Background: an optimization exercise with open tools, aiming at small area, a short achievable clock period and few clock cycles per item. Do not read the settings as production practice. The RTL was checked by simulation tests, not by an equivalence proof against the original design.

==> flow/design.v <==
module RSA_decrypt #(parameter WIDTH = 8)(
    input                clk,
    input                rst_n,
    input                start,
    input  [2*WIDTH-1:0] c,
    input  [2*WIDTH-1:0] d,
    input  [2*WIDTH-1:0] n,
    output [2*WIDTH-1:0] m_decrypted,
    output reg           finish
);
localparam IDLE = 2'd0;
localparam CHK  = 2'd1;
localparam SQ   = 2'd2;
localparam MUL  = 2'd3;
reg  [1:0]  state;
reg  [15:0] r;       
reg  [15:0] a;       
reg  [15:0] nr;      
reg  [15:0] dr;      
reg  [15:0] acc;     
reg  [3:0]  j;       
reg  [3:0]  e;       
reg         full;    
assign m_decrypted = r;
reg [3:0] nl, dl;
integer i;
always @(*) begin
    nl = 4'd0;
    dl = 4'd0;
    for (i = 0; i < 16; i = i + 1) begin
        if (nr[i]) nl = i;
        if (dr[i]) dl = i;
    end
end
wire        x   = (state == CHK) | ((state == SQ) ? r[j] : a[j]);
wire [17:0] s   = {1'b0, acc, 1'b0} + (x ? {2'b00, r} : 18'd0);
wire [18:0] d1  = {1'b0, s} - {3'b000, nr};
wire [18:0] d2  = {1'b0, s} - {2'b00, nr, 1'b0};
wire [15:0] nxt = !d2[18] ? d2[15:0] : !d1[18] ? d1[15:0] : s[15:0];
wire        last  = (j == 4'd0);
wire [3:0]  jmul  = full ? 4'd15 : nl;
always @(posedge clk or negedge rst_n) begin
    if (!rst_n) begin
        state  <= IDLE;
        finish <= 1'b0;
    end else begin
        finish <= 1'b0;
        case (state)
        IDLE: if (start) state <= CHK;
        CHK: begin
            if (!d1[18]) state <= MUL;                   
            else if (dl == 4'd0) begin state <= IDLE; finish <= 1'b1; end
            else state <= SQ;
        end
        SQ: if (last) begin
            if (dr[e]) state <= MUL;
            else if (e == 4'd0) begin state <= IDLE; finish <= 1'b1; end
        end
        MUL: if (last) begin
            if (e == 4'd0) begin state <= IDLE; finish <= 1'b1; end
            else state <= SQ;
        end
        endcase
    end
end
always @(posedge clk) begin
    case (state)
    IDLE: if (start) begin
        r    <= c;
        a    <= c;
        nr   <= n;
        dr   <= d;
        acc  <= 16'd0;
    end
    CHK: begin
        full <= !d1[18];
        if (!d1[18]) begin
            r <= 16'd1;
            e <= dl;
            j <= 4'd15;
        end else begin
            e <= dl - 4'd1;
            j <= nl;
        end
    end
    SQ: if (last) begin
        r   <= nxt;
        acc <= 16'd0;
        if (dr[e]) j <= jmul;
        else begin
            e <= e - 4'd1;
            j <= nl;
        end
    end else begin
        acc <= nxt;
        j   <= j - 4'd1;
    end
    MUL: if (last) begin
        r   <= nxt;
        acc <= 16'd0;
        e   <= e - 4'd1;
        j   <= nl;
    end else begin
        acc <= nxt;
        j   <= j - 4'd1;
    end
    endcase
end
endmodule
==> flow/run.sh <==
#!/bin/bash
# synth_recipe.tcl (not shown) runs the flow's synth.tcl, then flattens the netlist and writes it again
# the make line also repeats each setting of config.mk as NAME=value (left out here)
make -C /OpenROAD-flow-scripts/flow DESIGN_CONFIG=/design/flow/config.mk WORK_HOME=/design/flow/orfs CLKGATE_MAP_FILE= SYNTH_SCRIPT=/design/flow/synth_recipe.tcl finish
==> flow/config.mk <==
export PLATFORM = sky130hd
export DESIGN_NAME = RSA_decrypt
export DESIGN_NICKNAME = RSA_decrypt
export VERILOG_FILES = /design/flow/design.v
export SDC_FILE = /design/flow/constraint.sdc
export NUM_CORES = 4
export LEC_CHECK = 0
export CAP_MARGIN = 20
export CORE_MARGIN = 2
export CORE_UTILIZATION = 40
export SLEW_MARGIN = 20
==> flow/constraint.sdc <==
create_clock -name core_clock -period 5.5 [get_ports {clk}]
set_input_delay 1.1000 -clock core_clock [delete_from_list [all_inputs] [get_ports {clk}]]
set_output_delay 1.1000 -clock core_clock [all_outputs]
set_load 0.01 [all_outputs]
==> key figures <==
Final layout
  • Fin util: 61.1%
  • Synth-to-layout area growth: 50.5%
  • Inserted Diodes: 0
  • Share of cells above drive strength 1: 35.5%
  • Filler cells: 1340
  • Footprint of the multi-input gates: 4490 um^2
  • Register area: 2750 um^2
  • Fin cells: 1082
  • Nets: 966

Global route
  • Vias in the first global route: 5918
  • Largest net degree at the start of global routing: 33
  • Initial antenna violation count: 0
  • All-Layer GR Usage: 22.1%
  • GRT overflow: 0
  • Global-route wire length before repair: 30600 um

Clocking
  • Max Root-Sink Buffers: 2
  • TritonCTS clock tree: built
  • CTS Sinks: 92
  • H-tree lvl count: 3
  • Clock root buffer master: clkbuf_16
  • Reg clk slew, reported paths: 0.06 ns
  • Hold buffers post-CTS: 0
  • TritonCTS buffer count: 9
  • Clock Latency Late Sink: 0.36 ns

STA
  • Slack of the critical path: -0.491 ns
  • Max Clk Rate: 0.167 GHz
  • Pins over their slew limit: 0
  • Tmin final: 5.99 ns
  • Clock skew: 0.0107 ns
  • Final setup fails: 60
  • Worst-Margin Slew: 1.17 ns
  • Final Cycle Share: 109%
  • RSZ-0062 raised after global routing: yes
  • Fin. Hold Viols: 0
  • Slew HR: 21.5%

Setup path
  • CP Class: reg2reg
  • Buf/Inv on CP: 9
  • CP endpoint kind: flip-flop
  • RR Endpoint: r[11]
  • Worst EP arrival: 6.06 ns
  • R2R Path Start: state[0]
  • CP top delay family: compound AO/OA/AOI/OAI gates
  • Max FO, Critical Path: 16
  • Startpoint class of the critical path: flip-flop
  • CP max stage delay: 0.53 ns
  • CP required: 5.57 ns
  • Worst Reg-to-Reg Cells: 29
  • Flop-to-flop setup slack: -0.49 ns
  • CP max stage cell: mux4_2

Floorplanning
  • Core region area: 16500 um^2
  • Num ports: 68
  • Die width: 133 um
  • Die Area: 17800 um^2
  • Row cnt: 47
  • Die height: 133 um
  • Initial Util: 40.6%

Logic synthesis
  • Post-synth top area cell: edfxtp_1
  • Top cells by count, synth: edfxtp_1 (89), ha_1 (55), a21oi_1 (51)
  • Most common cell in the netlist: edfxtp_1
  • Sequential fraction of the synthesis area: 41.1%
  • Cells after Synth: 633
  • Syn Area/Cell: 10.6 um^2
  • Synthesized area: 6690 um^2
  • Synth area leaders: edfxtp_1 (40%), ha_1 (10%), mux4_2 (4.0%), a21oi_1 (3.8%), xnor2_1 (3.4%)
  • Yosys cell types: 69
  • Yosys top cell area share: 40.0%
  • Syn_nets: 742
  • Post-synth EDFFs: 89
  • FF+latch count, synth: 92
  • Synth async-reset ratio: 3.26%
  • Main synth FF type: edfxtp_1
  • Synth warn: 1

Outcome
  • Blocking Checks: setup timing
  • Status: finished with violations

Place
  • Placed insts: 1042
  • Post-DP HPWL: 14700 um
  • Port-buffer cells: 67
  • GPL Wtd Cong: 0.883

Route
  • Drt wl/cell: 18.4 um
  • Drt total wl: 19900 um
  • Vias per cell: 5.45
  • First-pass DRT Iterations: 5
  • Final ANT Viol Nets: 0
  • Total number of vias: 5901
  • Iter 0 DRT Violations: 375
  • DR DRC count: 0

Min path
  • Hold Crit Class: reg2reg
  • Hold path startpoint: state[0]
  • WHS Endpoint: state[0]
  • WHS Path Cells: 3

Flow run
  • Max Cap Viol: 0
per-stage QoR:
| step | area, um^2 | hold slack [ns] | TNS, ns | setup slack (ns) |
|---|---|---|---|---|
| 2_1_floorplan | 6780 | 0.519 | -12.55 | -0.395 |
| 3_3_place_gp | 8680 | 0.588 | -30.87 | -0.820 |
| 3_5_place_dp | 8680 | 0.598 | -38.24 | -0.958 |
| 4_1_cts | 9660 | 0.642 | -22.35 | -0.501 |
| 5_1_grt | 10100 | 0.690 | -38.66 | -0.741 |
| 6_report | 10100 | 0.644 | -25.37 | -0.491 |
worst register-to-register path, delay by kind of cell, from the launching register on:
family                   cells  cell delay (ns)
AND/OR/NAND/NOR              5             1.00
XOR/XNOR                     1             0.21
adder cells (fa/ha/maj)      3             0.67
flip-flops                   1             0.39
buffers and inverters        9             1.22
AO/OA/AOI/OAI               10             1.68
multiplexers                 1             0.53
final cells by class:
| cell class | instances | area share (%) |
|---|---|---|
| clock inverter | 4 | 0.733 |
| inverter | 38 | 1.57 |
| clock buffer | 12 | 2.35 |
| timing repair buffer | 229 | 20.6 |
| multi-input combinational | 486 | 44.6 |
| sequential | 92 | 27.3 |
| timing repair inverter | 1 | 0.112 |
| tap | 220 | 2.73 |
worst max-delay path by stage:
stage	from	to	depth (start not counted)	slack, ns
after floorplan	state[0]	r[7]	27	-0.39
after global placement	state[0]	r[14]	25	-0.82
after detailed placement	state[0]	r[8]	24	-0.96
after CTS	state[0]	r[15]	28	-0.50
after global routing	state[0]	e[3]	28	-0.74
final	state[0]	r[11]	29	-0.49
cell usage in the layout, fill, tap and decap left out, drive strengths merged, types with 6 or more instances in the layout:
| cell type | count |
|---|---|
| buf | 162 |
| edfxtp | 89 |
| clkdlybuf4s50 | 67 |
| ha | 55 |
| a21oi | 52 |
| nor2 | 46 |
| inv | 39 |
| o21ai | 37 |
| nand2 | 36 |
| xnor2 | 27 |
| and2 | 26 |
| mux2i | 18 |
| xor2 | 16 |
| nor2b | 15 |
| nor3 | 15 |
| mux4 | 12 |
| clkbuf | 12 |
| a21o | 9 |
| nand3 | 9 |
| a211oi | 9 |
| o21a | 8 |
| o31ai | 8 |
| a22o | 7 |
| mux2 | 7 |
| a31oi | 7 |
| o21bai | 6 |
sequential cells by signal, summed over array words and instances (netlist names):
register and cells:
r 16, e 4, finish 1, state 2, j 4, nr 16, dr 16, acc 16
a 16, full 1
layer usage:
layer	track usage, %	share of wire (%)	vias to the layer above
met5	0	0	-
met4	8.27	2.8	0
met3	3.58	4.5	28
met2	35.5	47	153
met1	30.2	46	2896
li1	-	-	2824
timing repair:
action,in CTS,in global routing
pin swaps,44,41
resized for setup,100,66
endpoints found under the setup margin,60,60
setup buffers,16,8
cloned,4,0
cell families (layout without fill, tap and decap cells):
logic type | after synthesis | after routing | synth area share, %
DFF | 92 | 92 | 41.1
adders and majority gates | 58 | 58 | 11.2
and+or+nand+nor | 173 | 173 | 13.0
AOI/OAI and AO/OA | 175 | 175 | 17.6
muxes | 37 | 37 | 7.97
buffers and inverters | 55 | 284 | 3.42
xor gates and xnor gates | 43 | 43 | 5.74
Testbench counts, summed over its fixed seeds: cycles 4,065, ops 12.

## port drivers added, routing unchanged
Ports are ideal in the flow. The routed layout listed here was re-timed in OpenROAD.
Step 1 assumes that a clkbuf_16 drives the clock port and a buf_2 every other input.
Step 2 moves the port delays by t, midway between the first and last clock arrival at a register: inputs arrive t later, outputs are due t later. That takes back most of the time a late clock gives input paths.
Slacks: ideal / step 1 / step 2; pairs: ideal / step 1.
t (ns): 0.396
setup slack, ns: -0.491 / -0.491 / -0.491
worst setup path at the end: register to register
latest minus earliest clock arrival (ns): 0.012 / 0.011
slew at the worst register clock pin (ns): 0.07 / 0.07
The setup slack of this run moves by 0.000 ns with the drivers and by 0.000 ns with both steps.
